Background: an optimization exercise with open tools, aiming at small area. Do not read the settings as production practice. In this exercise RTL edits were held to simulation tests only and were not proved equivalent to the original. Power and IR drop assume default switching activity.

==> flow/constraint.sdc <==
create_clock -name core_clock -period 10.0 [get_ports {clk}]
set_input_delay 2.0000 -clock core_clock [delete_from_list [all_inputs] [get_ports {clk}]]
set_output_delay 2.0000 -clock core_clock [all_outputs]
set_load 0.01 [all_outputs]
==> flow/flow/run.sh <==
#!/bin/bash
# Own layout flow: the standard synthesis, then the combinational logic
# re-mapped by ABC for area (registers kept as they are: same cells, same
# names), then the standard ORFS flow from floorplan to finish with the
# smallest buffer cell on the ports. Every tool writes its own log here.
set -euo pipefail
HERE=$(pwd)
R=$HERE/orfs/results/sky130hd/custom_MuP/base
YOSYS=$FLOW_HOME/../tools/install/yosys/bin/yosys
LIB=$FLOW_HOME/platforms/sky130hd/lib/sky130_fd_sc_hd__tt_025C_1v80.lib

bash standard.sh synth > synth_standard.log 2>&1
cp $R/1_2_yosys.v $HERE/netlist_standard.v

DU=$(sed -n '/DONT_USE_CELLS/,/^$/p' $FLOW_HOME/platforms/sky130hd/config.mk | grep -o "sky130_fd_sc_hd__[a-z0-9_]*" | sed 's/^/-dont_use /' | tr '\n' ' ')
sed -e "s#@LIB@#$LIB#g" -e "s#@DU@#$DU#g" -e "s#@IN@#$HERE/netlist_standard.v#g" \
    -e "s#@OUT@#$HERE/netlist_resynth.v#g" -e "s#@ABC@#$HERE/flow/area.abc#g" flow/resynth.ys > resynth.ys
$YOSYS -s resynth.ys > resynth.log 2>&1

cp $HERE/netlist_resynth.v $R/1_2_yosys.v
rm -f $R/1_synth.odb $R/1_synth.sdc
bash standard.sh "BUFFER_PORTS_ARGS=-buffer_cell sky130_fd_sc_hd__buf_1" finish > flow_finish.log 2>&1
==> flow/config.mk <==
export PLATFORM = sky130hd
export DESIGN_NAME = custom_MuP
export DESIGN_NICKNAME = custom_MuP
export VERILOG_FILES = /design/flow/design.v
export SDC_FILE = /design/flow/constraint.sdc
export NUM_CORES = 4
export LEC_CHECK = 0
export CAP_MARGIN = 20
export CORE_MARGIN = 2
export CORE_UTILIZATION = 60
export CTS_BUF_LIST = sky130_fd_sc_hd__clkbuf_4
export CTS_CLUSTER_DIAMETER = 100
export CTS_CLUSTER_SIZE = 10
export SLEW_MARGIN = 20
==> flow/flow/resynth.ys <==
read_liberty -ignore_miss_func @LIB@
blackbox sky130_fd_sc_hd__*df* sky130_fd_sc_hd__*dl* sky130_fd_sc_hd__*lpflow*
read_verilog @IN@
hierarchy -top custom_MuP
flatten
opt -purge
abc -liberty @LIB@ @DU@ -script @ABC@
opt_clean -purge
write_verilog -noattr -nohex -nodec @OUT@.tmp.v
design -reset
read_liberty -lib @LIB@
read_verilog @OUT@.tmp.v
hierarchy -top custom_MuP
hilomap -singleton -hicell sky130_fd_sc_hd__conb_1 HI -locell sky130_fd_sc_hd__conb_1 LO
insbuf -buf sky130_fd_sc_hd__buf_1 A X
splitnets
rename -hide w:_*_.*
opt_clean -purge
stat -liberty @LIB@
check -assert -mapped
write_verilog -noattr -nohex -nodec @OUT@
==> flow/design.v <==
module custom_MuP (clk, rst, imem_req, imem_addr, imem_rdata, dmem_re, dmem_we, dmem_addr, dmem_wdata, dmem_rdata);
input clk, rst;
output imem_req, dmem_re, dmem_we;
output [15:0] imem_addr, dmem_addr, dmem_wdata;
input [15:0] imem_rdata, dmem_rdata;
localparam S_INIT = 3'd0, S_FETCH = 3'd1, S_EXEC = 3'd2, S_SH2 = 3'd3,
           S_BR2 = 3'd4, S_LD2 = 3'd5, S_LD3 = 3'd6, S_ST2 = 3'd7;
reg [3:0] cnt;
reg [2:0] st;
reg       cy;       
reg       aux;      
reg [15:0] pc, y;
wire c0   = (cnt == 4'd0);
wire last = (cnt == 4'd15);
wire [15:0] ir = imem_rdata;
wire [3:0]  op = ir[15:12];
wire [3:0]  fa = ir[11:8];
wire [3:0]  fb = ir[7:4];
wire [3:0]  fc = ir[3:0];
wire op_rr  = (op == 4'h8) | (op == 4'hC) | (op == 4'hB) | (op == 4'hF);
wire op_br  = (op == 4'h4) | (op == 4'h5);
wire op_mem = (op == 4'h1) | (op == 4'h2);
wire sh_ok  = (op == 4'h0) & (fc == 4'd1 | fc == 4'd2 | fc == 4'd3);
wire ex  = (st == S_EXEC);
wire [15:0] r0bits;              
wire [15:0] rin;                 
wire [3:0]  pa = op_mem ? {2'b10, ir[9:8]} : ((ex & (op_rr | op_br)) ? fb : fa);
wire [3:0]  qa = (op == 4'h2) ? {2'b11, ir[11:10]} : fc;
wire P = r0bits[pa];
wire Q = r0bits[qa];
wire j12  = (op == 4'h3);
wire zx   = (op == 4'hA) | (op == 4'hE);
wire over = j12 ? (cnt > 4'd11) : cnt[3];
wire [11:0] irl = ir[11:0];
wire imm  = over ? (~zx & (j12 ? ir[11] : ir[7])) : irl[cnt];
wire s8x2 = ~c0 & aux;
wire fetch = (st == S_FETCH);
wire use_pc = fetch | (ex & (op == 4'h3));
wire A = use_pc ? pc[0] : P;
reg  B;
always @(*) begin
	if (fetch) B = (cnt == 4'd1);
	else case (op)
		4'h8, 4'hC, 4'hB, 4'hF, 4'h4, 4'h5: B = Q;
		4'h1, 4'h2: B = s8x2;
		default: B = imm;
	endcase
end
wire sub  = ex & ((op == 4'hC) | (op == 4'hD) | (op == 4'hE));
wire Bx   = B ^ sub;
wire cin  = c0 ? sub : cy;
wire sum  = A ^ Bx ^ cin;
wire cout = (A & Bx) | (A & cin) | (Bx & cin);
reg  alu;
always @(*) begin
	if (fetch) alu = sum;
	else case (op)
		4'hB, 4'h7: alu = ~(A & B);
		4'hF, 4'h6: alu = A | B;
		4'h0: alu = A;
		default: alu = sum;
	endcase
end
wire left  = (fc == 4'd1);
wire arith = (fc == 4'd3);
wire [3:0] sn = fb;
wire [3:0] sidx = left ? (4'd0 - sn) : sn;
wire ys = y[sidx];
wire shv = left ? ((cnt >= sn) ? ys : 1'b0)
                : ((cnt <= ~sn) ? ys : (arith & aux));
wire swap = (op == 4'h2) & (ex | (st == S_ST2));    
wire [3:0] wt = {2'b11, ir[11:10]};
reg wen;
reg [3:0] wa;
reg wbit;
always @(*) begin
	wen = 1'b0; wa = fa; wbit = alu;
	case (st)
		S_EXEC: begin
			wen = op_rr | (op == 4'h9) | (op == 4'hA) | (op == 4'hD) | (op == 4'hE) | (op == 4'h7) | (op == 4'h6) | (op == 4'h2);
			if (op == 4'h2) begin wa = wt; wbit = r0bits[12]; end
		end
		S_ST2: begin wen = 1'b1; wa = wt; wbit = r0bits[12]; end
		S_SH2: begin wen = 1'b1; wbit = shv; end
		S_LD3: begin wen = 1'b1; wa = wt; wbit = dmem_rdata[cnt]; end
		default: ;
	endcase
end
wire init = (st == S_INIT);
localparam [255:0] RV = {16'h7814, 16'h2ab2, 16'h8aa9, 16'ha24b, 16'hca09, 16'h08eb, 16'h5878, 16'hff49,
                         16'hb7a1, 16'h0032, 16'h0014, 16'h756e, 16'hff49, 16'hc61b, 16'h09e4, 16'h0000};
genvar gi;
generate for (gi = 0; gi < 16; gi = gi + 1) begin : rf
	reg [15:0] r;
	wire [15:0] rv = RV[gi*16 +: 16];
	assign r0bits[gi] = r[0];
	if (gi == 12) begin : sw
		assign rin[gi] = init ? rv[cnt] : swap ? Q : ((wen & (wa == gi)) ? wbit : r[0]);
	end else begin : nsw
		assign rin[gi] = init ? rv[cnt] : ((wen & (wa == gi)) ? wbit : r[0]);
	end
	always @(posedge clk) r <= {rin[gi], r[15:1]};
end endgenerate
wire take = aux ^ ~op[0];
reg pcin;
always @(*) begin
	pcin = pc[0];
	if (init) pcin = 1'b0;
	else if (fetch | (ex & (j12 | op_mem))) pcin = sum;
	else if ((st == S_BR2) & take) pcin = P;
	else if ((st == S_LD2) | (st == S_ST2)) pcin = y[0];
end
always @(posedge clk) begin
	pc <= {pcin, pc[15:1]};
	y  <= {op_mem ? pc[0] : P, y[15:1]};
end
always @(posedge clk) begin
	cy <= cout;
	if (ex) begin
		if (op_br) aux <= (~c0 & aux) | (P ^ Q);
		else if (op == 4'h0) begin if (last) aux <= P; end
		else aux <= imm;
	end
	if (rst) begin
		cnt <= 4'd0;
		st  <= S_INIT;
	end else begin
		cnt <= cnt + 4'd1;
		if (last) case (st)
			S_INIT:  st <= S_FETCH;
			S_FETCH: st <= S_EXEC;
			S_EXEC:  st <= sh_ok ? S_SH2 : op_br ? S_BR2 : (op == 4'h1) ? S_LD2 : (op == 4'h2) ? S_ST2 : S_FETCH;
			S_LD2:   st <= S_LD3;
			default: st <= S_FETCH;
		endcase
	end
end
assign imem_req  = fetch & c0;
assign imem_addr = pc;
assign dmem_re   = (st == S_LD2) & c0;
assign dmem_we   = (st == S_ST2) & c0;
assign dmem_addr = pc;
assign dmem_wdata = rf[12].r;
endmodule
==> flow/standard.sh <==
#!/bin/bash
# synth_recipe.tcl (not shown) runs the flow's synth.tcl, then flattens the netlist and writes it again
# the make line also repeats each setting of config.mk as NAME=value (left out here)
make -C /OpenROAD-flow-scripts/flow DESIGN_CONFIG=/design/flow/config.mk WORK_HOME=/design/flow/orfs CLKGATE_MAP_FILE= SYNTH_SCRIPT=/design/flow/synth_recipe.tcl "${@:-finish}"
==> flow/flow/area.abc <==
strash; &get -n; &fraig -x; &put; scorr; dc2; strash; &get -n; &dch -f; &nf -R 1000 -p; &put
==> reports/results.ini, run 1 <==
[final_layout]
register_area_um2=5956
syn_to_final_growth_pct=9.233
final_cell_count_no_fill=974
final_util=0.6754
drive_above_1_share=0.06023
multi_input_area_um2=2132
n_fill_cell=1006
nNetsFinal=828

[sta]
max_freq_ghz=0.1866
relSlewSlack=0.3456
tightest_slew_ps=973.4
setup_viol=0
period_needed_ps=5358
min_period_over_period=0.5358
fin_setup_tns_ps=0
hold_viol=0
holdWs_ps=317.2
rsz0062_at_grt=false
slew_violations=0
skew_ps=47.52

[run_status]
outcome=no timing/DRC/antenna violations

[route]
wl_per_cell_um=17.97
ant_nets=0
vias_per_cell=5.689
drt-total-wl_mm=17.50
drtPass1Iterations=5
routed-via-count=5541
drc=0
first_iter_violations=470

[synthesis]
mappedNetlistNets=736
avgSynthCellArea_um2=11.76
yosys_warnings=1
syn_inst=702
netlist_area_um2=8253

[worst_setup_path]
criticalPathCategory=in2reg
cp_max_fo=16
cp-end-kind=flop
cp.required_ps=10510
critPathLaunchType=input port
cp.arrival_ps=5870

[clocking]
ctsResizeCount=0
cts_sinks=297
holdBufCountCts=0
numCtsBuffers=35
cts_tree=built
post_cts_buffers=0
clk-insertion-delay-late_ps=630
cts_htree_levels=2
clock_path_buffers=3
clkTransAtPathRegs_ps=110
cts_root_buf=clkbuf_4

[die]
die_w_um=121.3
core_area_um2=13350
die_area_um2=14710
die_y_um=121.3
ios=85
fp-row-count=42
start_util=0.6183

[global_route]
grt_pass1_vias=5374
grt_max_degree=24
grt.overflow.total=0
antenna_found_initial=1
grt_pass1_wl_mm=27.86
grt.total_usage=0.2462

[placement]
portBuffers=84
gp_congestion=0.9429
dp_hpwl_mm=12.35
placedCellCount=933

[pwr]
vdd_drop_max_uv=172.3
leakage_nw=3.500
p_per_area_nw_per_um2=224.7

[flow_run]
maxCapViolations=0

[worst_hold_path]
hold_path_class=reg2reg

-- worst max-delay path, stage by stage --
cell	delay, ps
buf_1	290
nor2b_1	320
nand2_1	230
mux2i_1	460
mux2i_1	140
a2111oi_0	410
o21ai_0	140
o21ai_0	180
a31oi_1	210
xor2_1	240
xnor2_1	170
o21ai_0	110
a31oi_1	270
buf_4	280
nor2_1	80
a211oi_1	240
a31oi_1	90
-- path summary, 6_finish.rpt --
path,cells after the start,slack [ps],to,start
min reg2reg,0,320,rf[15].r[1]$_DFF_P_,rf[15].r[2]$_DFF_P_
max,17,4640,rf[13].r[15]$_DFF_P_,imem_rdata[13]
max reg2reg,15,5820,rf[13].r[15]$_DFF_P_,cnt[3]$_SDFF_PP0_
min,0,320,rf[15].r[1]$_DFF_P_,rf[15].r[2]$_DFF_P_
-- per-stage QoR --
step | power (mW) | setup slack (ps) | instance area (µm²)
2_1_floorplan | 1.454 | 4816 | 8253
3_3_place_gp | 1.517 | 4289 | 8695
3_5_place_dp | 1.525 | 4203 | 8695
4_1_cts | 2.048 | 4809 | 9012
5_1_grt | 2.121 | 4261 | 9015
6_report | 2.025 | 4642 | 9015
-- metal layers --
metal / GRT usage / wire (µm) / vias to the layer above
met4: 0.09339 / 365 / 0
met2: 0.3838 / 8053 / 277
met3: 0.05451 / 1511 / 29
met1: 0.3376 / 7571 / 2599
met5: 0 / 0 / -
li1: - / - / 2636
-- registers in the layout, summed over array words and instances, names as in the netlist --
| signal | count |
|---|---|
| y | 16 |
| st | 3 |
| cnt | 4 |
| aux | 1 |
| pc | 16 |
| rf.r | 256 |
| cy | 1 |
-- area by class of cell --
cell class / instances / share of cell area
Sequential cell: 297 / 0.6607
Multi-Input combinational cell: 361 / 0.2365
Timing Repair Buffer: 88 / 0.03831
Clock buffer: 36 / 0.02998
Tap cell: 176 / 0.02443
Clock inverter: 4 / 0.005274
Inverter: 11 / 0.004580
Antenna cell: 1 / 0.0002776
-- where the power goes --
part | total [mW] | leakage, nW | internal, mW | switching [mW]
clock | 0.523 | 0.192 | 0.196 | 0.326
combinational | 0.130 | 0.836 | 0.0483 | 0.0822
sequential | 1.37 | 2.47 | 1.32 | 0.0539
-- cells in the final DEF (no fill, tap or decap), types with 2 or more instances in the layout --
| master | instances |
|---|---|
| dfxtp_1 | 296 |
| buf_1 | 84 |
| nand2_1 | 63 |
| o21ai_0 | 46 |
| a21oi_1 | 44 |
| clkbuf_4 | 36 |
| nor2_1 | 30 |
| a22oi_1 | 18 |
| nor3_1 | 17 |
| a31oi_1 | 16 |
| nor2b_1 | 14 |
| nand3_1 | 13 |
| clkinv_1 | 11 |
| nand2b_1 | 8 |
| a211oi_1 | 8 |
| xnor2_1 | 6 |
| and2_0 | 5 |
| or2_0 | 5 |
| mux2i_1 | 5 |
| a221oi_1 | 5 |
| a311oi_1 | 5 |
| a311o_1 | 5 |
| mux4_2 | 4 |
| o211ai_1 | 4 |
| buf_4 | 4 |
| and3_1 | 3 |
| a21o_1 | 3 |
| nand4_1 | 3 |
| o22ai_1 | 3 |
| o21bai_1 | 2 |
| nand3b_1 | 2 |
| o311ai_0 | 2 |
| xor2_1 | 2 |
| o31ai_1 | 2 |
| mux2_1 | 2 |
==> run 2: changes to the inputs <==
--- a/flow/config.mk
+++ b/flow/config.mk
@@ -8,7 +8,7 @@
 export CAP_MARGIN = 20
 export CORE_MARGIN = 2
 export CORE_UTILIZATION = 60
-export CTS_BUF_LIST = sky130_fd_sc_hd__clkbuf_4
+export CTS_BUF_LIST = sky130_fd_sc_hd__clkbuf_8
 export CTS_CLUSTER_DIAMETER = 100
-export CTS_CLUSTER_SIZE = 10
+export CTS_CLUSTER_SIZE = 18
 export SLEW_MARGIN = 20
==> run 2 against run 1 <==
  * Still clean on timing, DRC and antenna
  * Via count decreased by 0.96%
  * Utilization fell by 0.16 points
  * Final cell count decreased by 1.8%
  * Non-clock buffer count did not move
  * Sequential power barely moved
  * Register-to-register slack improved by 30 ps
  * Fmax down 2.1%
  * Critical path depth grew 1
  * Sequential share of layout area up 0.16 points
  * Global-route usage down 0.47 points
  * Clock skew down 22 ps
  * Clock power decreased by 1%
  * Critical path type unchanged
==> reports/results.ini, run 2 <==
[route]
drc=0  ; unchanged
routed-via-count=5488  ; was 5541
vias_per_cell=5.741  ; was 5.689
wl_per_cell_um=18.33  ; was 17.97 µm
first_iter_violations=594  ; was 470
drtPass1Iterations=5  ; unchanged
ant_nets=0  ; unchanged
drt-total-wl_mm=17.52  ; was 17.50 mm

[clocking]
clk-insertion-delay-late_ps=540  ; was 630 ps
numCtsBuffers=20  ; was 35
clkTransAtPathRegs_ps=110  ; about the same
post_cts_buffers=0  ; unchanged
clock_path_buffers=3  ; unchanged
holdBufCountCts=0  ; unchanged
cts_sinks=297  ; unchanged
cts_root_buf=clkbuf_8  ; was clkbuf_4
ctsResizeCount=0  ; unchanged
cts_tree=built  ; unchanged
cts_htree_levels=1  ; was 2

[pwr]
p_per_area_nw_per_um2=224.5  ; was 224.7 nW/µm²
switchingPower_mw=0.4662  ; was 0.4625 mW
leakage_nw=3.468  ; was 3.500 nW
sequentialPowerShare=0.680  ; was 0.677
vdd_drop_max_uv=223.8  ; was 172.3 µV
combPwrFrac=0.065  ; was 0.064
p_int_mw=1.553  ; was 1.563 mW
swShare=0.2309  ; was 0.2284
p_clk_frac=0.256  ; was 0.258

[final_layout]
final_cell_count_no_fill=956  ; was 974
largest_reg_flops=256  ; unchanged
syn_to_final_growth_pct=8.975  ; was 9.233%
final_area_um2=8994  ; was 9015 µm²
nNetsFinal=813  ; was 828
reg_top3=rf.r x256, pc x16, y x16  ; unchanged
n_fill_cell=1008  ; was 1006
num_antenna_cells=0  ; was 1
top_register=rf.r  ; unchanged
final_cell_mix=296 x dfxtp_1, 84 x buf_1, 63 x nand2_1  ; unchanged
drive_above_1_share=0.03846  ; was 0.06023
layout_commonest_cell=dfxtp_1  ; unchanged

[sta]
tightest_slew_ps=953.6  ; was 973.4 ps
rsz0062_at_grt=false  ; unchanged
period_needed_ps=5471  ; was 5358 ps
hold_viol=0  ; unchanged
max_freq_ghz=0.1828  ; was 0.1866 GHz
min_period_over_period=0.5471  ; was 0.5358
fin_setup_tns_ps=0  ; unchanged
setup_viol=0  ; unchanged
slew_violations=0  ; unchanged
skew_ps=25.39  ; was 47.52 ps
relSlewSlack=0.3588  ; was 0.3456

[placement]
dp_hpwl_mm=12.35  ; unchanged
placedCellCount=933  ; unchanged
portBuffers=84  ; unchanged
postPlaceCellArea_um2=8695  ; unchanged
gp_congestion=0.9429  ; unchanged

[worst_setup_path]
crit_chain=buf_1 > nor3b_1 > a21o_1 > and2_0 > nor3_1 > a21oi_1 > a31oi_1 > o21ai_0 > a21oi_1 > or2_0 > xnor2_1 > xnor2_1 > o21ai_0 > a31oi_1 > buf_4 > nor2_1 > a211oi_1 > a31oi_1  ; was buf_1 > nor2b_1 > nand2_1 > mux2i_1 > mux2i_1 > a2111oi_0 > o21ai_0 > o21ai_0 > a31oi_1 > xor2_1 > xnor2_1 > o21ai_0 > a31oi_1 > buf_4 > nor2_1 > a211oi_1 > a31oi_1
reg2regPathDepth=17  ; was 15
criticalPathCategory=in2reg  ; unchanged
cp_max_fo=16  ; unchanged
path_depth=18  ; was 17
cp_common_cell=a31oi_1
critPathMaxStageDelay_ps=590  ; was 460 ps
cp-end-kind=flop  ; unchanged
cp.arrival_ps=5900  ; was 5870 ps
slowest_stage=nor3b_1  ; was mux2i_1
worst-path-buf-inv=2  ; unchanged
cp.required_ps=10430  ; was 10510 ps
cp_top_family=simple AND/OR/NAND/NOR gates  ; was compound AO/OA/AOI/OAI gates
critPathLaunchType=input port  ; unchanged

[die]
die_area_um2=14710  ; unchanged
fp-row-count=42  ; unchanged
start_util=0.6183  ; unchanged
ios=85  ; unchanged
die_w_um=121.3  ; unchanged
core_area_um2=13350  ; unchanged
die_y_um=121.3  ; unchanged

[worst_hold_path]
holdPathStages=0  ; unchanged
hold_path_class=reg2reg  ; unchanged

[synthesis]
syn_inst=702  ; unchanged
yosys_warnings=1  ; unchanged
netlist_area_um2=8253  ; unchanged
avgSynthCellArea_um2=11.76  ; unchanged
mappedNetlistNets=736  ; unchanged

[global_route]
grt_pass1_vias=5177  ; was 5374
grt_pass1_wl_mm=27.54  ; was 27.86 mm
grt.total_usage=0.2415  ; was 0.2462
grt.overflow.total=0  ; unchanged
grt_max_degree=24  ; unchanged
antenna_found_initial=0  ; was 1

[run_status]
outcome=no timing/DRC/antenna violations  ; unchanged

[flow_run]
maxCapViolations=0  ; unchanged

[run 2: worst paths after layout]
check	endpoint	start	slack, ps
max	rf[13].r[15]$_DFF_P_	imem_rdata[14]	4530
min	rf[5].r[3]$_DFF_P_	rf[5].r[4]$_DFF_P_	320
max reg2reg	rf[13].r[15]$_DFF_P_	st[2]$_SDFFE_PP0P_	5850
min reg2reg	rf[5].r[3]$_DFF_P_	rf[5].r[4]$_DFF_P_	320
[run 2: area by class of cell]
type | instances | area [µm²] | area share
clock inverters | 3 | 23.77 | 0.002643
clock buffers | 20 | 275.3 | 0.03061
well taps | 176 | 220.2 | 0.02449
repair buffers | 88 | 345.3 | 0.03840
flip-flops and latches | 297 | 5956 | 0.6622
inverters | 11 | 41.29 | 0.004591
multi-input cells | 361 | 2132 | 0.2371
[run 2: power by group through the flow]
stage          Sequential (mW)  Combinational (mW)  Clock (mW)
2_1_floorplan             1.38              0.0780           0
3_3_place_gp              1.39               0.125           0
3_5_place_dp              1.40               0.127           0
4_1_cts                   1.37               0.128       0.532
5_1_grt                   1.38               0.142       0.573
6_report                  1.37               0.130       0.516
[run 2: metrics by stage]
stage	util	hold slack, ps	power, mW	setup slack, ps
floorplan	-	309.6	1.454	4816
global placement	0.6514	309.5	1.517	4289
detailed placement	0.6514	312.1	1.525	4203
CTS	0.6738	326.6	2.033	4747
global route	0.6738	325.9	2.100	4205
finish	0.6738	316.1	2.019	4529
[run 2: routing by layer]
layer,global-route usage,part of all wire,vias up
met4,0.07759,0.026,0
met5,0,0,-
met2,0.3785,0.44,297
met3,0.04229,0.086,44
li1,-,-,2597
met1,0.3427,0.44,2550
==> run 3: changes to the inputs <==
==> flow/design.v (replaced) <==
module custom_MuP (clk, rst, imem_req, imem_addr, imem_rdata, dmem_re, dmem_we, dmem_addr, dmem_wdata, dmem_rdata);
input clk, rst;
output imem_req, dmem_re, dmem_we;
output [15:0] imem_addr, dmem_addr, dmem_wdata;
input [15:0] imem_rdata, dmem_rdata;
localparam S_INIT = 3'd0, S_FETCH = 3'd1, S_EXEC = 3'd2, S_TWO = 3'd3,
           S_ACC = 3'd4, S_LD3 = 3'd5, S_PRE = 3'd6;
reg [3:0] cnt;
reg [2:0] st;
reg       cy;       
reg       aux;      
reg [15:0] pc, y;
wire c0   = (cnt == 4'd0);
wire last = (cnt == 4'd15);
wire [15:0] ir = imem_rdata;
wire [3:0]  op = ir[15:12];
wire [3:0]  fa = ir[11:8];
wire [3:0]  fb = ir[7:4];
wire [3:0]  fc = ir[3:0];
wire op_rr  = (op == 4'h8) | (op == 4'hC) | (op == 4'hB) | (op == 4'hF);
wire op_br  = (op == 4'h4) | (op == 4'h5);
wire op_mem = (op == 4'h1) | (op == 4'h2);
wire sh_ok  = (op == 4'h0) & (fc == 4'd1 | fc == 4'd2 | fc == 4'd3) & (fb != 4'd0);
wire ex  = (st == S_EXEC);
wire pre = (st == S_PRE);
wire store = (op == 4'h2);
wire [15:0] r0bits;              
wire [15:0] rin;                 
wire [3:0]  wt = {2'b11, ir[11:10]};
reg  [3:0]  pa;
always @(*) begin
	if (pre) pa = store ? wt : fc;
	else if (ex) pa = op_mem ? {2'b10, ir[9:8]} : (op_rr | op_br) ? fb : fa;
	else if (st == S_ACC) pa = wt;
	else pa = fa;
end
wire P = r0bits[pa];
wire j12  = (op == 4'h3);
wire zx   = (op == 4'hA) | (op == 4'hE);
wire over = j12 ? (cnt > 4'd11) : cnt[3];
wire [11:0] irl = ir[11:0];
wire imm  = over ? (~zx & (j12 ? ir[11] : ir[7])) : irl[cnt];
wire s8x2 = ~c0 & aux;
wire fetch = (st == S_FETCH);
wire use_pc = fetch | (ex & (op == 4'h3));
wire A = use_pc ? pc[0] : P;
reg  B;
always @(*) begin
	if (fetch) B = (cnt == 4'd1);
	else case (op)
		4'h8, 4'hC, 4'hB, 4'hF, 4'h4, 4'h5: B = y[0];
		4'h1, 4'h2: B = s8x2;
		default: B = imm;
	endcase
end
wire sub  = ex & ((op == 4'hC) | (op == 4'hD) | (op == 4'hE));
wire Bx   = B ^ sub;
wire cin  = c0 ? sub : cy;
wire sum  = A ^ Bx ^ cin;
wire cout = (A & Bx) | (A & cin) | (Bx & cin);
reg  alu;
always @(*) begin
	if (fetch) alu = sum;
	else case (op)
		4'hB, 4'h7: alu = ~(A & B);
		4'hF, 4'h6: alu = A | B;
		4'h0: alu = A;
		default: alu = sum;
	endcase
end
wire left  = (fc == 4'd1);
wire arith = (fc == 4'd3);
wire [3:0] sn = fb;
wire [3:0] sidx = left ? (4'd0 - sn) : sn;
wire shv = y[sidx];    
wire acc  = (st == S_ACC);
wire swap = store & (pre | acc);    
reg wen;
reg [3:0] wa;
reg wbit;
always @(*) begin
	wen = 1'b0; wa = fa; wbit = alu;
	case (st)
		S_EXEC: begin
			wen = op_rr | (op == 4'h9) | (op == 4'hA) | (op == 4'hD) | (op == 4'hE) | (op == 4'h7) | (op == 4'h6);
		end
		S_PRE: begin wen = store; wa = wt; wbit = r0bits[12]; end
		S_ACC: begin wen = store; wa = wt; wbit = r0bits[12]; end
		S_TWO: begin wen = ~op_br; wbit = shv; end
		S_LD3: begin wen = 1'b1; wa = wt; wbit = dmem_rdata[cnt]; end
		default: ;
	endcase
end
wire init = (st == S_INIT);
localparam [255:0] RV = {16'h7814, 16'h2ab2, 16'h8aa9, 16'ha24b, 16'hca09, 16'h08eb, 16'h5878, 16'hff49,
                         16'hb7a1, 16'h0032, 16'h0014, 16'h756e, 16'hff49, 16'hc61b, 16'h09e4, 16'h0000};
genvar gi;
generate for (gi = 0; gi < 16; gi = gi + 1) begin : rf
	reg [15:0] r;
	wire [15:0] rv = RV[gi*16 +: 16];
	assign r0bits[gi] = r[0];
	if (gi == 12) begin : sw
		assign rin[gi] = init ? rv[cnt] : swap ? P : ((wen & (wa == gi)) ? wbit : r[0]);
	end else begin : nsw
		assign rin[gi] = init ? rv[cnt] : ((wen & (wa == gi)) ? wbit : r[0]);
	end
	always @(posedge clk) r <= {rin[gi], r[15:1]};
end endgenerate
wire take = aux ^ ~op[0];
reg pcin;
always @(*) begin
	pcin = pc[0];
	if (init) pcin = 1'b0;
	else if (fetch | (ex & j12)) pcin = sum;
	else if ((st == S_TWO) & op_br & take) pcin = P;
end
always @(posedge clk) begin
	pc <= {pcin, pc[15:1]};
	if (ex & op_mem) y <= {sum, y[15:1]};
	else if (ex & (op == 4'h0) & left) y <= {1'b0, y[15:1]};
	else if ((st == S_TWO) & ~left) y <= {arith & y[15], y[15:1]};
	else y <= {P, y[15:1]};
end
always @(posedge clk) begin
	cy <= cout;
	if (ex) begin
		if (op_br) aux <= (~c0 & aux) | (P ^ y[0]);
		else aux <= imm;
	end
	if (rst) begin
		cnt <= 4'd0;
		st  <= S_INIT;
	end else begin
		cnt <= cnt + 4'd1;
		if (last) case (st)
			S_INIT:  st <= S_FETCH;
			S_FETCH: st <= (op_rr | op_br | store) ? S_PRE : S_EXEC;
			S_PRE:   st <= S_EXEC;
			S_EXEC:  st <= (sh_ok | op_br) ? S_TWO : op_mem ? S_ACC : S_FETCH;
			S_ACC:   st <= store ? S_FETCH : S_LD3;
			default: st <= S_FETCH;
		endcase
	end
end
assign imem_req  = fetch & c0;
assign imem_addr = pc;
assign dmem_re   = acc & c0 & ~store;
assign dmem_we   = acc & c0 & store;
assign dmem_addr = y;
assign dmem_wdata = rf[12].r;
endmodule
--- a/flow/config.mk
+++ b/flow/config.mk
@@ -5,10 +5,11 @@
 export SDC_FILE = /design/flow/constraint.sdc
 export NUM_CORES = 4
 export LEC_CHECK = 0
+export ABC_AREA = 1
 export CAP_MARGIN = 20
 export CORE_MARGIN = 2
 export CORE_UTILIZATION = 60
 export CTS_BUF_LIST = sky130_fd_sc_hd__clkbuf_8
-export CTS_CLUSTER_DIAMETER = 100
-export CTS_CLUSTER_SIZE = 18
+export CTS_CLUSTER_DIAMETER = 80
+export CTS_CLUSTER_SIZE = 15
 export SLEW_MARGIN = 20
==> run 3 against run 2 <==
  * Routed wire length is 14% lower
  * Sequential cell count stayed put
  * Final cell count is 6.8% lower
  * Worst hold slack worse by 8.5 ps
  * Sequential share of layout area is 2.3 points higher
  * Die area is 4.4% lower
  * Clock power is 5.2% higher
  * Setup slack worse by 470 ps
  * Fmax is 7.9% lower
  * Combinational power is 6% higher
  * Critical path type unchanged
  * Largest cell class unchanged
==> reports/results.ini, run 3 <==
[route]
drtPass1Iterations=6  ; was 5
wl_per_cell_um=16.99  ; was 18.33 µm
first_iter_violations=480  ; was 594
drc=0  ; unchanged
routed-via-count=4815  ; was 5488
ant_nets=0  ; unchanged
vias_per_cell=5.404  ; was 5.741
drt-total-wl_mm=15.14  ; was 17.52 mm

[global_route]
grt.overflow.total=0  ; unchanged
grt_pass1_vias=4553  ; was 5177
grt.total_usage=0.2170  ; was 0.2415
grt_max_degree=25  ; was 24
grt_pass1_wl_mm=24.08  ; was 27.54 mm
antenna_found_initial=0  ; unchanged

[die]
die_w_um=118.6  ; was 121.3 µm
die_y_um=118.6  ; was 121.3 µm
start_util=0.6194  ; was 0.6183
ios=85  ; unchanged
fp-row-count=41  ; was 42
die_area_um2=14070  ; was 14710 µm²
core_area_um2=12720  ; was 13350 µm²

[final_layout]
syn_to_final_growth_pct=10.34  ; was 8.975%
reg_top3=rf.r x256, pc x16, y x16  ; unchanged
final_cell_mix=296 x dfxtp_1, 84 x buf_1, 45 x nor2_1  ; was 296 x dfxtp_1, 84 x buf_1, 63 x nand2_1
top_register=rf.r  ; unchanged
nNetsFinal=752  ; was 813
largest_reg_flops=256  ; unchanged
final_area_um2=8695  ; was 8994 µm²
final_util=0.6834  ; was 0.6738
layout_commonest_cell=dfxtp_1  ; unchanged
drive_above_1_share=0.04451  ; was 0.03846
final_cell_count_no_fill=891  ; was 956
n_fill_cell=954  ; was 1008
num_antenna_cells=0  ; unchanged

[pwr]
leakage_nw=3.344  ; was 3.468 nW
vdd_drop_max_uv=186.2  ; was 223.8 µV
p_total_mw=2.069  ; was 2.019 mW
p_per_area_nw_per_um2=238.0  ; was 224.5 nW/µm²

[placement]
postPlaceCellArea_um2=8358  ; was 8695 µm²
placedCellCount=865  ; was 933
portBuffers=84  ; unchanged
dp_hpwl_mm=10.64  ; was 12.35 mm
gp_congestion=0.9349  ; was 0.9429
post-place-ws_ps=3586  ; was 4203 ps

[synthesis]
yosys_warnings=1  ; unchanged
syn_inst=625  ; was 702
netlist_area_um2=7880  ; was 8253 µm²
mappedNetlistNets=659  ; was 736
avgSynthCellArea_um2=12.61  ; was 11.76 µm²

[worst_setup_path]
cp.arrival_ps=6350  ; was 5900 ps
cp_common_cell=o21ai_0  ; was a31oi_1
slowest_stage=a21oi_1  ; was nor3b_1
cp-end-kind=flop  ; unchanged
r2r_end=rf[12].r[15]$_DFF_P_  ; was rf[13].r[15]$_DFF_P_
reg2regPathDepth=21  ; was 17
criticalPathCategory=in2reg  ; unchanged
worst-path-buf-inv=2  ; unchanged
critPathMaxStageDelay_ps=600  ; was 590 ps
cp_max_fo=16  ; unchanged
r2r_start=st[1]$_SDFFE_PP0N_  ; was st[2]$_SDFFE_PP0P_
crit_chain=buf_1 > or2_0 > nor2_1 > mux2i_1 > nor2_1 > a21oi_1 > mux2_1 > o21ai_0 > nand2_1 > o21ai_0 > mux2i_1 > mux2i_1 > xnor2_1 > xnor2_1 > o221ai_1 > o21ai_0 > buf_4 > o21ai_0 > a21oi_1 > o22ai_1  ; was buf_1 > nor3b_1 > a21o_1 > and2_0 > nor3_1 > a21oi_1 > a31oi_1 > o21ai_0 > a21oi_1 > or2_0 > xnor2_1 > xnor2_1 > o21ai_0 > a31oi_1 > buf_4 > nor2_1 > a211oi_1 > a31oi_1
critPathLaunchType=input port  ; unchanged
cp.required_ps=10410  ; was 10430 ps
cp_top_family=compound AO/OA/AOI/OAI gates  ; was simple AND/OR/NAND/NOR gates
r2r_slack_ps=5000  ; was 5850 ps

[clocking]
cts_sinks=297  ; unchanged
post_cts_buffers=0  ; unchanged
ctsResizeCount=0  ; unchanged
clock_path_buffers=3  ; unchanged
cts_root_buf=clkbuf_8  ; unchanged
holdBufCountCts=0  ; unchanged
clk-insertion-delay-late_ps=570  ; was 540 ps
cts_tree=built  ; unchanged
clkTransAtPathRegs_ps=90  ; was 110 ps
cts_htree_levels=1  ; unchanged
numCtsBuffers=23  ; was 20

[sta]
holdWs_ps=307.7  ; was 316.1 ps
setup_viol=0  ; unchanged
max_freq_ghz=0.1684  ; was 0.1828 GHz
relSlewSlack=0.4838  ; was 0.3588
fin_setup_tns_ps=0  ; unchanged
skew_ps=47.06  ; was 25.39 ps
period_needed_ps=5938  ; was 5471 ps
hold_viol=0  ; unchanged
rsz0062_at_grt=false  ; unchanged
setup_ws_ps=4062  ; was 4529 ps
min_period_over_period=0.5938  ; was 0.5471
slew_violations=0  ; unchanged
tightest_slew_ps=773.2  ; was 953.6 ps

[flow_run]
maxCapViolations=0  ; unchanged

[run_status]
outcome=no timing/DRC/antenna violations  ; unchanged

[worst_hold_path]
holdPathEnd=rf[13].r[13]$_DFF_P_  ; was rf[5].r[3]$_DFF_P_
min_from=rf[13].r[14]$_DFF_P_  ; was rf[5].r[4]$_DFF_P_
hold_path_class=reg2reg  ; unchanged
holdPathStages=0  ; unchanged

==> run 3: worst max-delay path by stage <==
stage,from,end,slack [ps],cells past startpoint
2_1_floorplan,imem_rdata[15],rf[12].r[15]$_DFF_P_,4140,18
3_3_place_gp,imem_rdata[15],rf[12].r[15]$_DFF_P_,3860,20
3_5_place_dp,imem_rdata[15],rf[12].r[15]$_DFF_P_,3590,20
4_1_cts,imem_rdata[15],rf[12].r[15]$_DFF_P_,4120,20
5_1_grt,imem_rdata[15],rf[12].r[15]$_DFF_P_,3630,21
6_report,imem_rdata[15],rf[12].r[15]$_DFF_P_,4060,20
==> run 3: area by class of cell <==
cell class / count / area (µm²) / area share
multi-input cells: 304 / 1834 / 0.2110
inverters: 6 / 22.52 / 0.002590
flip-flops and latches: 297 / 5956 / 0.6850
well taps: 172 / 215.2 / 0.02475
clock buffers: 23 / 316.6 / 0.03641
repair buffers: 86 / 330.3 / 0.03799
clock inverters: 3 / 20.02 / 0.002302
==> run 3: worst reg2reg max path, stage by stage (launching register included) <==
cell,delay [ps]
dfxtp_1,550
nand2b_1,140
or2_0,330
clkinv_1,260
nor2_1,120
a22oi_1,170
o21ai_0,160
a21oi_1,640
mux2_1,380
o21ai_0,180
nand2_1,70
o21ai_0,90
mux2i_1,190
mux2i_1,350
xnor2_1,140
xnor2_1,280
o221ai_1,140
o21ai_0,110
buf_4,250
o21ai_0,120
a21oi_1,130
o22ai_1,90
==> run 3: power breakdown <==
group | switching (mW) | total (mW) | internal, mW | leakage [nW]
Sequential | 0.0585 | 1.39 | 1.33 | 2.47
Combinational | 0.0839 | 0.138 | 0.0542 | 0.690
Clock | 0.333 | 0.543 | 0.210 | 0.181
==> run 3: per-layer routing <==
layer	share of wire	track usage	vias up
met5	0	0	-
met4	0.030	0.07217	0
met3	0.070	0.03716	44
met2	0.44	0.3373	226
met1	0.46	0.3101	2224
li1	-	-	2321
==> run 4: changes to the inputs <==
--- a/flow/config.mk
+++ b/flow/config.mk
@@ -9,7 +9,7 @@
 export CAP_MARGIN = 20
 export CORE_MARGIN = 2
 export CORE_UTILIZATION = 60
-export CTS_BUF_LIST = sky130_fd_sc_hd__clkbuf_8
-export CTS_CLUSTER_DIAMETER = 80
-export CTS_CLUSTER_SIZE = 15
+export CTS_BUF_LIST = sky130_fd_sc_hd__clkbuf_16
+export CTS_CLUSTER_DIAMETER = 100
+export CTS_CLUSTER_SIZE = 30
 export SLEW_MARGIN = 20
==> run 4 against run 3 <==
  * Clock power grew 4.1%
  * Fmax shrank 1.9%
  * Sequential share of layout area is essentially flat
  * Still clean
  * Setup slack lost 110 ps
  * Synthesized cell count is the same
  * Area after synthesis is the same
  * Clock-buffer cell count shrank 10
  * Largest power group unchanged
  * Via count shrank 0.66%
  * Power grew 1.2%
==> reports/results.ini, run 4 <==
[run_status]
outcome=no timing/DRC/antenna violations  ; unchanged

[flow_run]
maxCapViolations=0  ; unchanged

[die]
die_area_um2=14070  ; unchanged
ios=85  ; unchanged
fp-row-count=41  ; unchanged
core_area_um2=12720  ; unchanged
die_y_um=118.6  ; unchanged
start_util=0.6194  ; unchanged
die_w_um=118.6  ; unchanged

[global_route]
grt_pass1_vias=4577  ; was 4553
grt_max_degree=31  ; was 25
grt_pass1_wl_mm=24.59  ; was 24.08 mm
grt.total_usage=0.2214  ; was 0.2170
grt.overflow.total=0  ; unchanged
antenna_found_initial=0  ; unchanged

[pwr]
p_clk_frac=0.270  ; was 0.263
switchingPower_mw=0.4708  ; was 0.4754 mW
p_int_mw=1.622  ; was 1.594 mW
combPwrFrac=0.067  ; about the same
p_per_area_nw_per_um2=240.6  ; was 238.0 nW/µm²
sequentialPowerShare=0.664  ; was 0.671
swShare=0.2250  ; was 0.2298
leakage_nw=3.332  ; was 3.344 nW
vdd_drop_max_uv=187.7  ; was 186.2 µV

[sta]
max_freq_ghz=0.1652  ; was 0.1684 GHz
min_period_over_period=0.6053  ; was 0.5938
period_needed_ps=6053  ; was 5938 ps
setup_ws_ps=3947  ; was 4062 ps
rsz0062_at_grt=false  ; unchanged
relSlewSlack=0.4925  ; was 0.4838
skew_ps=12.60  ; was 47.06 ps
slew_violations=0  ; unchanged
tightest_slew_ps=760.2  ; was 773.2 ps
setup_viol=0  ; unchanged
hold_viol=0  ; unchanged
fin_setup_tns_ps=0  ; unchanged

[synthesis]
mappedNetlistNets=659  ; unchanged
netlist_area_um2=7880  ; unchanged
avgSynthCellArea_um2=12.61  ; unchanged
syn_inst=625  ; unchanged
yosys_warnings=1  ; unchanged

[worst_setup_path]
cp.arrival_ps=6410  ; was 6350 ps
startpoint=imem_rdata[15]  ; unchanged
r2r_start=st[1]$_SDFFE_PP0N_  ; unchanged
slowest_stage=a21oi_1  ; unchanged
critPathLaunchType=input port  ; unchanged
critPathMaxStageDelay_ps=600  ; about the same
reg2regPathDepth=21  ; unchanged
cp.required_ps=10360  ; was 10410 ps
cp_max_fo=16  ; unchanged
criticalPathCategory=in2reg  ; unchanged
cp_common_cell=o21ai_0  ; unchanged
cp-end-kind=flop  ; unchanged
crit_chain=buf_1 > or2_0 > nor2_1 > mux2i_1 > nor2_1 > a21oi_1 > mux2_1 > o21ai_0 > nand2_1 > o21ai_0 > mux2i_1 > mux2i_1 > xnor2_1 > xnor2_1 > o221ai_1 > o21ai_0 > buf_4 > o21ai_0 > a21oi_1 > o22ai_1  ; unchanged

[route]
drc=0  ; unchanged
routed-via-count=4783  ; was 4815
vias_per_cell=5.435  ; was 5.404
wl_per_cell_um=17.76  ; was 16.99 µm
drt-total-wl_mm=15.63  ; was 15.14 mm
ant_nets=0  ; unchanged
drtPass1Iterations=6  ; unchanged
first_iter_violations=423  ; was 480

[placement]
dp_hpwl_mm=10.64  ; unchanged
placedCellCount=865  ; unchanged
postPlaceCellArea_um2=8358  ; unchanged
portBuffers=84  ; unchanged
gp_congestion=0.9349  ; unchanged
post-place-ws_ps=3586  ; unchanged

[clocking]
cts_htree_levels=1  ; unchanged
cts_sinks=297  ; unchanged
cts_root_buf=clkbuf_16  ; was clkbuf_8
post_cts_buffers=0  ; unchanged
holdBufCountCts=0  ; unchanged
numCtsBuffers=13  ; was 23
clk-insertion-delay-late_ps=480  ; was 570 ps
clkTransAtPathRegs_ps=100  ; was 90 ps
ctsResizeCount=0  ; unchanged
clock_path_buffers=3  ; unchanged
cts_tree=built  ; unchanged

[final_layout]
layout_commonest_cell=dfxtp_1  ; unchanged
final_cell_mix=296 x dfxtp_1, 84 x buf_1, 45 x nor2_1  ; unchanged
nNetsFinal=742  ; was 752
num_antenna_cells=0  ; unchanged
syn_to_final_growth_pct=10.37  ; was 10.34%
reg_top3=rf.r x256, pc x16, y x16  ; unchanged
final_area_um2=8697  ; was 8695 µm²
drive_above_1_share=0.03107  ; was 0.04451
largest_reg_flops=256  ; unchanged
final_cell_count_no_fill=880  ; was 891
top_register=rf.r  ; unchanged

[worst_hold_path]
hold_path_class=reg2reg  ; unchanged
holdPathStages=0  ; unchanged
min_from=rf[3].r[10]$_DFF_P_  ; was rf[13].r[14]$_DFF_P_

==> run 4: cell count changes in the layout (fill, tap and decap cells not counted), sizes merged <==
cell,before,now
clkbuf,23,13
inv,2,1
==> run 4: final cells by class <==
class | count | area (µm²)
multi-input combinational | 304 | 1834
clock inverter | 2 | 13.76
tap | 172 | 215.2
sequential | 297 | 5956
inverter | 6 | 22.52
clock buffer | 13 | 325.3
fill | 958 | 4025
timing repair buffer | 86 | 330.3
==> run 4: power groups by stage <==
stage	combinational [mW]	sequential (mW)	clock (mW)
CTS	0.137	1.39	0.574
finish	0.139	1.39	0.565
floorplan	0.0920	1.39	0
global route	0.151	1.40	0.615
detailed placement	0.136	1.41	0
global placement	0.134	1.41	0
==> run 4: metal layers <==
layer | vias up | global-route usage | wire length [µm]
met2 | 201 | 0.3513 | 7064
li1 | 2296 | - | -
met1 | 2256 | 0.3202 | 7248
met5 | - | 0 | 0
met3 | 30 | 0.02992 | 912
met4 | 0 | 0.06176 | 405
==> run 4: critical path: cells and delay by family <==
| kind | cells | cell delay, ps |
|---|---|---|
| multiplexers | 4 | 1170 |
| AND/OR/NAND/NOR | 4 | 930 |
| buffers and inverters | 2 | 400 |
| AO/OA/AOI/OAI | 8 | 1470 |
| XOR/XNOR | 2 | 420 |
==> run 4: path summary, 6_finish.rpt <==
check,slack (ps),to
min,330,rf[3].r[9]$_DFF_P_
max,3950,rf[12].r[15]$_DFF_P_
min reg2reg,330,rf[3].r[9]$_DFF_P_
max reg2reg,4950,rf[12].r[15]$_DFF_P_
==> run 4: metrics by stage <==
stage,hold WS (ps),util,power [mW]
after global routing,339.8,0.6836,2.170
final,329.4,0.6836,2.093
after CTS,332.8,0.6836,2.102
after detailed placement,312.1,0.6570,1.550
after floorplan,309.6,-,1.482
after global placement,309.8,0.6570,1.543
==> run 5: changes to the inputs <==
==> flow/design.v (replaced) <==
module custom_MuP (clk, rst, imem_req, imem_addr, imem_rdata, dmem_re, dmem_we, dmem_addr, dmem_wdata, dmem_rdata);
input clk, rst;
output imem_req, dmem_re, dmem_we;
output [15:0] imem_addr, dmem_addr, dmem_wdata;
input [15:0] imem_rdata, dmem_rdata;
localparam S_INIT = 3'd0, S_FETCH = 3'd1, S_R1 = 3'd2, S_R2 = 3'd3,
           S_R3 = 3'd4, S_ACC = 3'd5;
reg [5:0] cnt;
reg [2:0] st;
reg       cy;       
reg       aux;      
reg [15:0] pc, y;
wire [3:0] bc   = cnt[3:0];
wire [1:0] slot = cnt[5:4];
wire c0   = (bc == 4'd0);
wire last = (bc == 4'd15);
wire [15:0] ir = imem_rdata;
wire [3:0]  op = ir[15:12];
wire [3:0]  fa = ir[11:8];
wire [3:0]  fb = ir[7:4];
wire [3:0]  fc = ir[3:0];
wire op_rr  = (op == 4'h8) | (op == 4'hC) | (op == 4'hB) | (op == 4'hF);
wire op_br  = (op == 4'h4) | (op == 4'h5);
wire op_imm = (op == 4'h9) | (op == 4'hA) | (op == 4'hD) | (op == 4'hE) | (op == 4'h7) | (op == 4'h6);
wire load   = (op == 4'h1);
wire store  = (op == 4'h2);
wire op_mem = load | store;
wire j12    = (op == 4'h3);
wire op_sh  = (op == 4'h0) & (fc == 4'd1 | fc == 4'd2 | fc == 4'd3) & (fb != 4'd0);
wire left   = (fc == 4'd1);
wire arith  = (fc == 4'd3);
wire init  = (st == S_INIT);
wire fetch = (st == S_FETCH);
wire r1    = (st == S_R1);
wire r2    = (st == S_R2);
wire r3    = (st == S_R3);
wire acc   = (st == S_ACC);
reg [3:0] need;
always @(*) begin
	if (r1) need = op_sh ? fa : fc;
	else if (r2) need = op_mem ? {2'b10, fa[1:0]} : (op_rr | op_br) ? fb : fa;
	else if (r3) need = op_mem ? {2'b11, fa[3:2]} : fa;
	else need = fa;
end
wire act = (r2 & j12) | (slot == need[1:0]);
wire [3:0] heads;
wire P = heads[need[3:2]];
wire zx   = (op == 4'hA) | (op == 4'hE);
wire over = j12 ? (bc > 4'd11) : bc[3];
wire [11:0] irl = ir[11:0];
wire imm  = over ? (~zx & (j12 ? ir[11] : ir[7])) : irl[bc];
wire s8x2 = ~c0 & aux;
wire use_pc = fetch | (r2 & j12);
wire A = use_pc ? pc[0] : P;
reg  B;
always @(*) begin
	if (fetch) B = (bc == 4'd1);
	else if (op_rr | op_br) B = y[0];
	else if (op_mem) B = s8x2;
	else B = imm;
end
wire sub  = r2 & ((op == 4'hC) | (op == 4'hD) | (op == 4'hE));
wire Bx   = B ^ sub;
wire cin  = c0 ? sub : cy;
wire sum  = A ^ Bx ^ cin;
wire cout = (A & Bx) | (A & cin) | (Bx & cin);
reg  alu;
always @(*) begin
	if (fetch) alu = sum;
	else case (op)
		4'hB, 4'h7: alu = ~(A & B);
		4'hF, 4'h6: alu = A | B;
		default: alu = sum;
	endcase
end
wire [3:0] sn = fb;
wire [3:0] sidx = left ? (4'd0 - sn) : sn;
wire shv = y[sidx];
wire [1:0] wring = (r3 & op_mem) ? 2'b11 : fa[3:2];
wire wen = act & ((r2 & (op_imm | (op_rr & (fa[1:0] == fb[1:0])))) |
                  (r3 & (op_rr | op_sh | load)));
reg wbit;
always @(*) begin
	if (r2) wbit = alu;
	else if (op_rr) wbit = y[0];
	else if (op_sh) wbit = shv;
	else wbit = dmem_rdata[bc];
end
localparam [255:0] RV = {16'h7814, 16'h2ab2, 16'h8aa9, 16'ha24b, 16'hca09, 16'h08eb, 16'h5878, 16'hff49,
                         16'hb7a1, 16'h0032, 16'h0014, 16'h756e, 16'hff49, 16'hc61b, 16'h09e4, 16'h0000};
genvar gi;
generate for (gi = 0; gi < 4; gi = gi + 1) begin : rg
	reg [63:0] g;
	wire [63:0] rv = RV[gi*64 +: 64];
	assign heads[gi] = g[0];
	always @(posedge clk) g <= {init ? rv[cnt] : ((wen & (wring == gi)) ? wbit : g[0]), g[63:1]};
end endgenerate
wire take = aux ^ ~op[0];
reg pcin;
always @(*) begin
	pcin = pc[0];
	if (init) pcin = 1'b0;
	else if (use_pc) pcin = sum;
	else if (r3 & act & op_br & take) pcin = P;
end
reg yin;
always @(*) begin
	yin = y[0];
	if (fetch) yin = 1'b0;
	else if (r1 & act) yin = P;
	else if (r2 & act) yin = alu;
	else if (r3 & act & op_sh) yin = left ? P : (arith & y[15]);
end
always @(posedge clk) begin
	pc <= {pcin, pc[15:1]};
	y  <= {yin, y[15:1]};
end
always @(posedge clk) begin
	cy <= cout;
	if (r2 & act) begin
		if (op_br) aux <= (~c0 & aux) | (P ^ y[0]);
		else aux <= imm;
	end
	if (rst) begin
		cnt <= 6'd0;
		st  <= S_INIT;
	end else begin
		cnt <= cnt + 6'd1;
		if (last) case (st)
			S_INIT:  if (slot == 2'd3) st <= S_FETCH;
			S_FETCH: st <= (op_rr | op_br | (op_sh & ~left)) ? S_R1 : op_sh ? S_R3 :
			               (op_imm | op_mem | j12) ? S_R2 : S_FETCH;
			S_R1:    if (act) st <= op_sh ? S_R3 : S_R2;
			S_R2:    if (act) st <= load ? S_ACC : (op_br | store | (op_rr & (fa[1:0] != fb[1:0]))) ? S_R3 : S_FETCH;
			S_ACC:   st <= S_R3;
			default: if (act) st <= S_FETCH;
		endcase
	end
end
assign imem_req  = fetch & c0;
assign imem_addr = pc;
assign dmem_re   = acc & c0;
assign dmem_we   = r3 & act & c0 & store;
assign dmem_addr = y;
assign dmem_wdata = rg[3].g[15:0];
endmodule
==> run 5 against run 4 <==
  * Sequential share of layout area up 0.79 points
  * Still clean
  * Combinational power down 54%
  * Via count down 3.5%
  * Area after synthesis down 0.64%
  * Critical endpoint is now dmem_we
  * Fmax down 17%
  * Worst hold slack better by 5.0 ps
  * Power down 4.8%
  * Setup slack worse by 1300 ps
  * Final cell count down 1.6%
  * Sequential power down 6%
==> reports/results.ini, run 5 <==
[final_layout]
n_fill_cell=894  ; was 958
nNetsFinal=726  ; was 742
final_cell_mix=298 x dfxtp_1, 84 x buf_1, 40 x nor2_1  ; was 296 x dfxtp_1, 84 x buf_1, 45 x nor2_1
num_antenna_cells=0  ; unchanged
drive_above_1_share=0.03170  ; was 0.03107
syn_to_final_growth_pct=10.55  ; was 10.37%
largest_reg_flops=256  ; unchanged
layout_commonest_cell=dfxtp_1  ; unchanged
reg_top3=rg.g x256, pc x16, y x16  ; was rf.r x256, pc x16, y x16
multi_input_area_um2=1680  ; was 1834 µm²
top_register=rg.g  ; was rf.r
register_area_um2=5996  ; was 5956 µm²

[route]
vias_per_cell=5.328  ; was 5.435
drt-total-wl_mm=15.25  ; was 15.63 mm
wl_per_cell_um=17.60  ; was 17.76 µm
drc=0  ; unchanged
routed-via-count=4614  ; was 4783
first_iter_violations=326  ; was 423
ant_nets=0  ; unchanged
drtPass1Iterations=6  ; unchanged

[die]
fp-row-count=41  ; unchanged
start_util=0.6180  ; was 0.6194
die_area_um2=13980  ; was 14070 µm²
core_area_um2=12670  ; was 12720 µm²
die_w_um=118.2  ; was 118.6 µm
die_y_um=118.2  ; was 118.6 µm
ios=85  ; unchanged

[global_route]
grt.overflow.total=0  ; unchanged
grt_pass1_wl_mm=23.58  ; was 24.59 mm
grt.total_usage=0.2163  ; was 0.2214
grt_max_degree=32  ; was 31
antenna_found_initial=0  ; unchanged
grt_pass1_vias=4455  ; was 4577

[sta]
min_period_over_period=0.7306  ; was 0.6053
setup_viol=0  ; unchanged
max_freq_ghz=0.1369  ; was 0.1652 GHz
holdWs_ps=334.4  ; was 329.4 ps
fin_setup_tns_ps=0  ; unchanged
relSlewSlack=0.4209  ; was 0.4925
tightest_slew_ps=859.6  ; was 760.2 ps
slew_violations=0  ; unchanged
period_needed_ps=7306  ; was 6053 ps
skew_ps=18.75  ; was 12.60 ps
hold_viol=0  ; unchanged
rsz0062_at_grt=false  ; unchanged

[clocking]
cts_tree=built  ; unchanged
cts_htree_levels=1  ; unchanged
clock_path_buffers=3  ; unchanged
clkTransAtPathRegs_ps=100  ; about the same
holdBufCountCts=0  ; unchanged
numCtsBuffers=14  ; was 13
cts_root_buf=clkbuf_16  ; unchanged
clk-insertion-delay-late_ps=490  ; was 480 ps
ctsResizeCount=0  ; unchanged
post_cts_buffers=0  ; unchanged
cts_sinks=299  ; was 297

[worst_setup_path]
worst-path-buf-inv=2  ; unchanged
path_depth=12  ; was 20
cp.arrival_ps=5310  ; was 6410 ps
cp_max_fo=8  ; was 16
cp-end-kind=output pin  ; was flop
critPathLaunchType=input port  ; unchanged
cp_top_family=simple AND/OR/NAND/NOR gates  ; was compound AO/OA/AOI/OAI gates
critPathMaxStageDelay_ps=720  ; was 600 ps
criticalPathCategory=in2out  ; was in2reg
crit_chain=buf_1 > or2_0 > nor3_1 > o41ai_1 > o21ai_0 > nand2_1 > o22ai_1 > a21oi_1 > xnor2_1 > a21oi_1 > nor4b_1 > buf_1  ; was buf_1 > or2_0 > nor2_1 > mux2i_1 > nor2_1 > a21oi_1 > mux2_1 > o21ai_0 > nand2_1 > o21ai_0 > mux2i_1 > mux2i_1 > xnor2_1 > xnor2_1 > o221ai_1 > o21ai_0 > buf_4 > o21ai_0 > a21oi_1 > o22ai_1
cp.required_ps=8000  ; was 10360 ps
reg2regPathDepth=14  ; was 21
slowest_stage=o21ai_0  ; was a21oi_1

[synthesis]
syn_inst=624  ; was 625
avgSynthCellArea_um2=12.55  ; was 12.61 µm²
yosys_warnings=1  ; unchanged
netlist_area_um2=7830  ; was 7880 µm²
mappedNetlistNets=658  ; was 659

[run_status]
outcome=no timing/DRC/antenna violations  ; unchanged

[pwr]
vdd_drop_max_uv=159.3  ; was 187.7 µV
p_per_area_nw_per_um2=230.2  ; was 240.6 nW/µm²
leakage_nw=3.304  ; was 3.332 nW

[placement]
dp_hpwl_mm=10.32  ; was 10.64 mm
gp_congestion=0.9168  ; was 0.9349
portBuffers=84  ; unchanged

[worst_hold_path]
holdPathStages=0  ; unchanged
hold_path_class=reg2reg  ; unchanged

[flow_run]
maxCapViolations=0  ; unchanged

[run 5: worst register-to-register path, delay by kind of cell (launching register included)]
kind / cells / cell delay [ps]
AOI/OAI and AO/OA: 7 / 1810
DFF: 1 / 470
xor gates and xnor gates: 2 / 380
and+or+nand+nor: 4 / 1380
muxes: 1 / 280
[run 5: area by class of cell]
type | instances | share of cell area
Clock buffer | 15 | 0.04337
Clock inverter | 3 | 0.004192
Inverter | 8 | 0.003469
Multi-Input combinational cell | 284 | 0.1941
Sequential cell | 299 | 0.6927
Tap cell | 172 | 0.02486
Timing Repair Buffer | 85 | 0.03729
[run 5: power breakdown]
part	internal [mW]	switching [mW]
registers	1.27	0.0261
logic	0.0237	0.0406
clock network	0.279	0.347
total	1.58	0.414
[run 5: worst paths after layout]
path | slack (ps) | start | to
worst max-delay path | 2690 | imem_rdata[15] | dmem_we
worst min-delay path | 330 | rg[1].g[55]$_DFF_P_ | rg[1].g[54]$_DFF_P_
worst max register to register | 5530 | st[1]$_SDFFE_PP0P_ | rg[1].g[63]$_DFF_P_
worst min register to register | 330 | rg[1].g[55]$_DFF_P_ | rg[1].g[54]$_DFF_P_
[run 5: per-layer routing]
layer  GRT usage  up-vias  share of wire
li1            -     2232              -
met1      0.2872     2174           0.44
met2      0.3649      179           0.48
met3     0.03185       29          0.050
met4     0.07154        0          0.027
met5           0        -              0
[run 5: metrics by stage]
step	utilization	cell area, µm²	instances	worst slack, ps	power (mW)
floorplan	-	7830	624	3836	1.355
global placement	0.6506	8244	848	2907	1.386
detailed placement	0.6506	8244	848	2853	1.391
CTS	0.6831	8656	866	2850	2.008
global route	0.6831	8656	866	2491	2.062
finish	0.6831	8656	866	2694	1.992
==> run 6: changes to the inputs <==
==> flow/flow/area.abc (replaced) <==
strash; &get -n; &fraig -x; &put; scorr; dc2; strash; &get -n; &deepsyn -T 40; &put; strash; &get -n; &dch -f; &nf -R 3000 -p -E 1000 -F 200 -A 200; &put
--- a/flow/config.mk
+++ b/flow/config.mk
@@ -9,7 +9,8 @@
 export CAP_MARGIN = 20
 export CORE_MARGIN = 2
 export CORE_UTILIZATION = 60
-export CTS_BUF_LIST = sky130_fd_sc_hd__clkbuf_16
-export CTS_CLUSTER_DIAMETER = 100
-export CTS_CLUSTER_SIZE = 30
+export CTS_BUF_LIST = sky130_fd_sc_hd__clkbuf_8
+export CTS_CLUSTER_DIAMETER = 60
+export CTS_CLUSTER_SIZE = 16
+export PLACE_DENSITY = 0.85
 export SLEW_MARGIN = 20
==> run 6 against run 5 <==
  * Still clean on timing, DRC and antenna
  * Non-clock buffer count unchanged
  * Final cell count is 0.58% lower
  * Sequential power about the same
  * Die area fell by 1.3%
  * Clock power shrank 7.3%
  * Sequential share of layout area grew 1.1 points
  * Fmax rose by 8.0%
  * Sequential cell count unchanged
==> reports/results.ini, run 6 <==
[route]
drc=0  ; unchanged
ant_nets=0  ; unchanged
drtPass1Iterations=5  ; was 6
vias_per_cell=5.283  ; was 5.328
drt-total-wl_mm=14.37  ; was 15.25 mm
routed-via-count=4549  ; was 4614
wl_per_cell_um=16.68  ; was 17.60 µm
first_iter_violations=315  ; was 326

[sta]
holdWs_ps=320.6  ; was 334.4 ps
period_needed_ps=6764  ; was 7306 ps
max_freq_ghz=0.1479  ; was 0.1369 GHz
relSlewSlack=0.2768  ; was 0.4209
min_period_over_period=0.6764  ; was 0.7306
setup_ws_ps=3236  ; was 2694 ps
setup_viol=0  ; unchanged
fin_setup_tns_ps=0  ; unchanged
slew_violations=0  ; unchanged
rsz0062_at_grt=false  ; unchanged
tightest_slew_ps=1077  ; was 859.6 ps
hold_viol=0  ; unchanged
skew_ps=18.19  ; was 18.75 ps

[worst_hold_path]
holdPathStages=0  ; unchanged
hold_path_class=reg2reg  ; unchanged

[final_layout]
n_fill_cell=910  ; was 894
top_register=rg.g  ; unchanged
layout_commonest_cell=dfxtp_1  ; unchanged
num_antenna_cells=0  ; unchanged
final_area_um2=8522  ; was 8656 µm²
nNetsFinal=720  ; was 726
final_cell_count_no_fill=861  ; was 866
largest_reg_flops=256  ; unchanged
reg_top3=rg.g x256, pc x16, y x16  ; unchanged
final_cell_mix=298 x dfxtp_1, 84 x buf_1, 45 x nor2_1  ; was 298 x dfxtp_1, 84 x buf_1, 40 x nor2_1
syn_to_final_growth_pct=10.34  ; was 10.55%
drive_above_1_share=0.04499  ; was 0.03170

[pwr]
p_int_mw=1.536  ; was 1.578 mW
sequentialPowerShare=0.671  ; was 0.653
combPwrFrac=0.032  ; about the same
leakage_nw=3.227  ; was 3.304 nW
swShare=0.2142  ; was 0.2079
p_per_area_nw_per_um2=229.3  ; was 230.2 nW/µm²
switchingPower_mw=0.4185  ; was 0.4142 mW
p_clk_frac=0.297  ; was 0.315
vdd_drop_max_uv=150.4  ; was 159.3 µV

[die]
die_y_um=117.5  ; was 118.2 µm
die_w_um=117.5  ; was 118.2 µm
core_area_um2=12620  ; was 12670 µm²
fp-row-count=41  ; unchanged
start_util=0.6120  ; was 0.6180
ios=85  ; unchanged
die_area_um2=13800  ; was 13980 µm²

[worst_setup_path]
reg2regPathDepth=14  ; unchanged
cp-end-kind=output pin  ; unchanged
critPathMaxStageDelay_ps=460  ; was 720 ps
cp_max_fo=9  ; was 8
cp.arrival_ps=4760  ; was 5310 ps
cp.required_ps=8000  ; about the same
critPathLaunchType=input port  ; unchanged
slowest_stage=o2111ai_1  ; was o21ai_0
criticalPathCategory=in2out  ; unchanged
crit_chain=buf_1 > nor4_1 > nor3_1 > o2111ai_1 > nand2_1 > o22ai_1 > nor3_1 > xnor2_1 > a22oi_1 > nor4_1 > buf_1  ; was buf_1 > or2_0 > nor3_1 > o41ai_1 > o21ai_0 > nand2_1 > o22ai_1 > a21oi_1 > xnor2_1 > a21oi_1 > nor4b_1 > buf_1

[global_route]
antenna_found_initial=0  ; unchanged
grt.overflow.total=0  ; unchanged
grt_max_degree=26  ; was 32
grt_pass1_vias=4410  ; was 4455
grt.total_usage=0.2076  ; was 0.2163
grt_pass1_wl_mm=23.05  ; was 23.58 mm

[synthesis]
mappedNetlistNets=642  ; was 658
syn_inst=608  ; was 624
avgSynthCellArea_um2=12.70  ; was 12.55 µm²
netlist_area_um2=7724  ; was 7830 µm²
yosys_warnings=1  ; unchanged

[placement]
postPlaceCellArea_um2=8138  ; was 8244 µm²
dp_hpwl_mm=9.723  ; was 10.32 mm
portBuffers=84  ; unchanged
gp_congestion=0.8652  ; was 0.9168
placedCellCount=832  ; was 848
post-place-ws_ps=3260  ; was 2853 ps

[clocking]
cts_sinks=299  ; unchanged
cts_htree_levels=1  ; unchanged
holdBufCountCts=0  ; unchanged
clk-insertion-delay-late_ps=530  ; was 490 ps
ctsResizeCount=0  ; unchanged
cts_tree=built  ; unchanged
numCtsBuffers=24  ; was 14
cts_root_buf=clkbuf_8  ; was clkbuf_16
clock_path_buffers=3  ; unchanged
post_cts_buffers=0  ; unchanged
clkTransAtPathRegs_ps=90  ; was 100 ps

[flow_run]
maxCapViolations=0  ; unchanged

[run_status]
outcome=no timing/DRC/antenna violations  ; unchanged

==> run 6: final timing paths <==
| kind | start | end | slack (ps) |
|---|---|---|---|
| setup / recovery | imem_rdata[5] | dmem_we | 3240 |
| hold / removal | rg[2].g[1]$_DFF_P_ | rg[2].g[0]$_DFF_P_ | 320 |
| setup reg to reg | st[2]$_SDFFE_PP0P_ | rg[0].g[63]$_DFF_P_ | 5620 |
| hold reg to reg | rg[2].g[1]$_DFF_P_ | rg[2].g[0]$_DFF_P_ | 320 |
==> run 6: cell type report <==
cell class	instances	area [µm²]	area share
Inverter	14	52.55	0.006166
Timing Repair Buffer	85	322.8	0.03788
Clock inverter	5	53.80	0.006313
Clock buffer	24	330.3	0.03876
Multi-Input combinational cell	262	1551	0.1821
Tap cell	172	215.2	0.02525
Sequential cell	299	5996	0.7036
==> run 6: metal layers <==
metal,track usage,routed length (µm),vias up,share of wire
li1,-,-,2220,-
met1,0.2989,6776,2138,0.47
met2,0.3289,6496,165,0.45
met3,0.03391,801,26,0.056
met4,0.05798,291,0,0.020
met5,0,0,-,0
==> run 6: through the flow <==
stage	util	power, mW
6_report	0.6753	1.954
5_1_grt	0.6753	2.036
4_1_cts	0.6753	1.975
3_5_place_dp	0.6449	1.399
3_3_place_gp	0.6449	1.394
2_1_floorplan	-	1.364
==> run 6: worst max-delay path: cells and delay by family <==
kind	cells	cell delay, ps
simple gates	5	1260
compound gates	3	790
buf+inv	2	560
xor+xnor	1	160
==> run 6: power by group through the flow <==
stage               clock, mW  sequential, mW  combinational, mW
global placement            0            1.33             0.0598
CTS                     0.600            1.31             0.0605
finish                  0.581            1.31             0.0616
detailed placement          0            1.34             0.0600
floorplan                   0            1.33             0.0381
global route            0.648            1.32             0.0673

## static timing again, ports no longer ideal
The flow's constraints put no driver on any port. The routed layouts listed below were extracted and timed again, unchanged, in two steps. Step 1 assumes that a clkbuf_16 drives the clock port and a buf_2 every other input. Step 2 moves the port delays by t, midway between the first and last clock arrival at a register: inputs arrive t later, outputs are due t later. That takes back most of the time a late clock gives input paths. Three values: ideal, step 1, step 2; two values: the first two.
| run | shift t [ns] | setup WS [ns] | worst hold slack (ns) | clock arrival spread, ns |
|---|---|---|---|---|
| run 1 | 0.641 | 4.642 / 4.650 / 4.009 | 0.317 / 0.317 / 0.317 | 0.049 / 0.049 |
| run 2 | 0.565 | 4.529 / 4.539 / 3.974 | 0.316 / 0.316 / 0.316 | 0.026 / 0.026 |
| run 3 | 0.581 | 4.062 / 4.080 / 3.499 | 0.308 / 0.308 / 0.308 | 0.050 / 0.050 |
| run 4 | 0.520 | 3.947 / 3.970 / 3.449 | 0.329 / 0.329 / 0.329 | 0.017 / 0.017 |
| run 5 | 0.525 | 2.694 / 2.673 / 2.673 | 0.334 / 0.334 / 0.334 | 0.019 / 0.020 |
| run 6 | 0.554 | 3.236 / 3.201 / 3.201 | 0.321 / 0.321 / 0.321 | 0.021 / 0.021 |
After both steps every run listed still meets setup and hold. For run 1, which loses most, drivers alone change the setup slack by +0.008 ns; drivers and shift together by -0.633 ns.
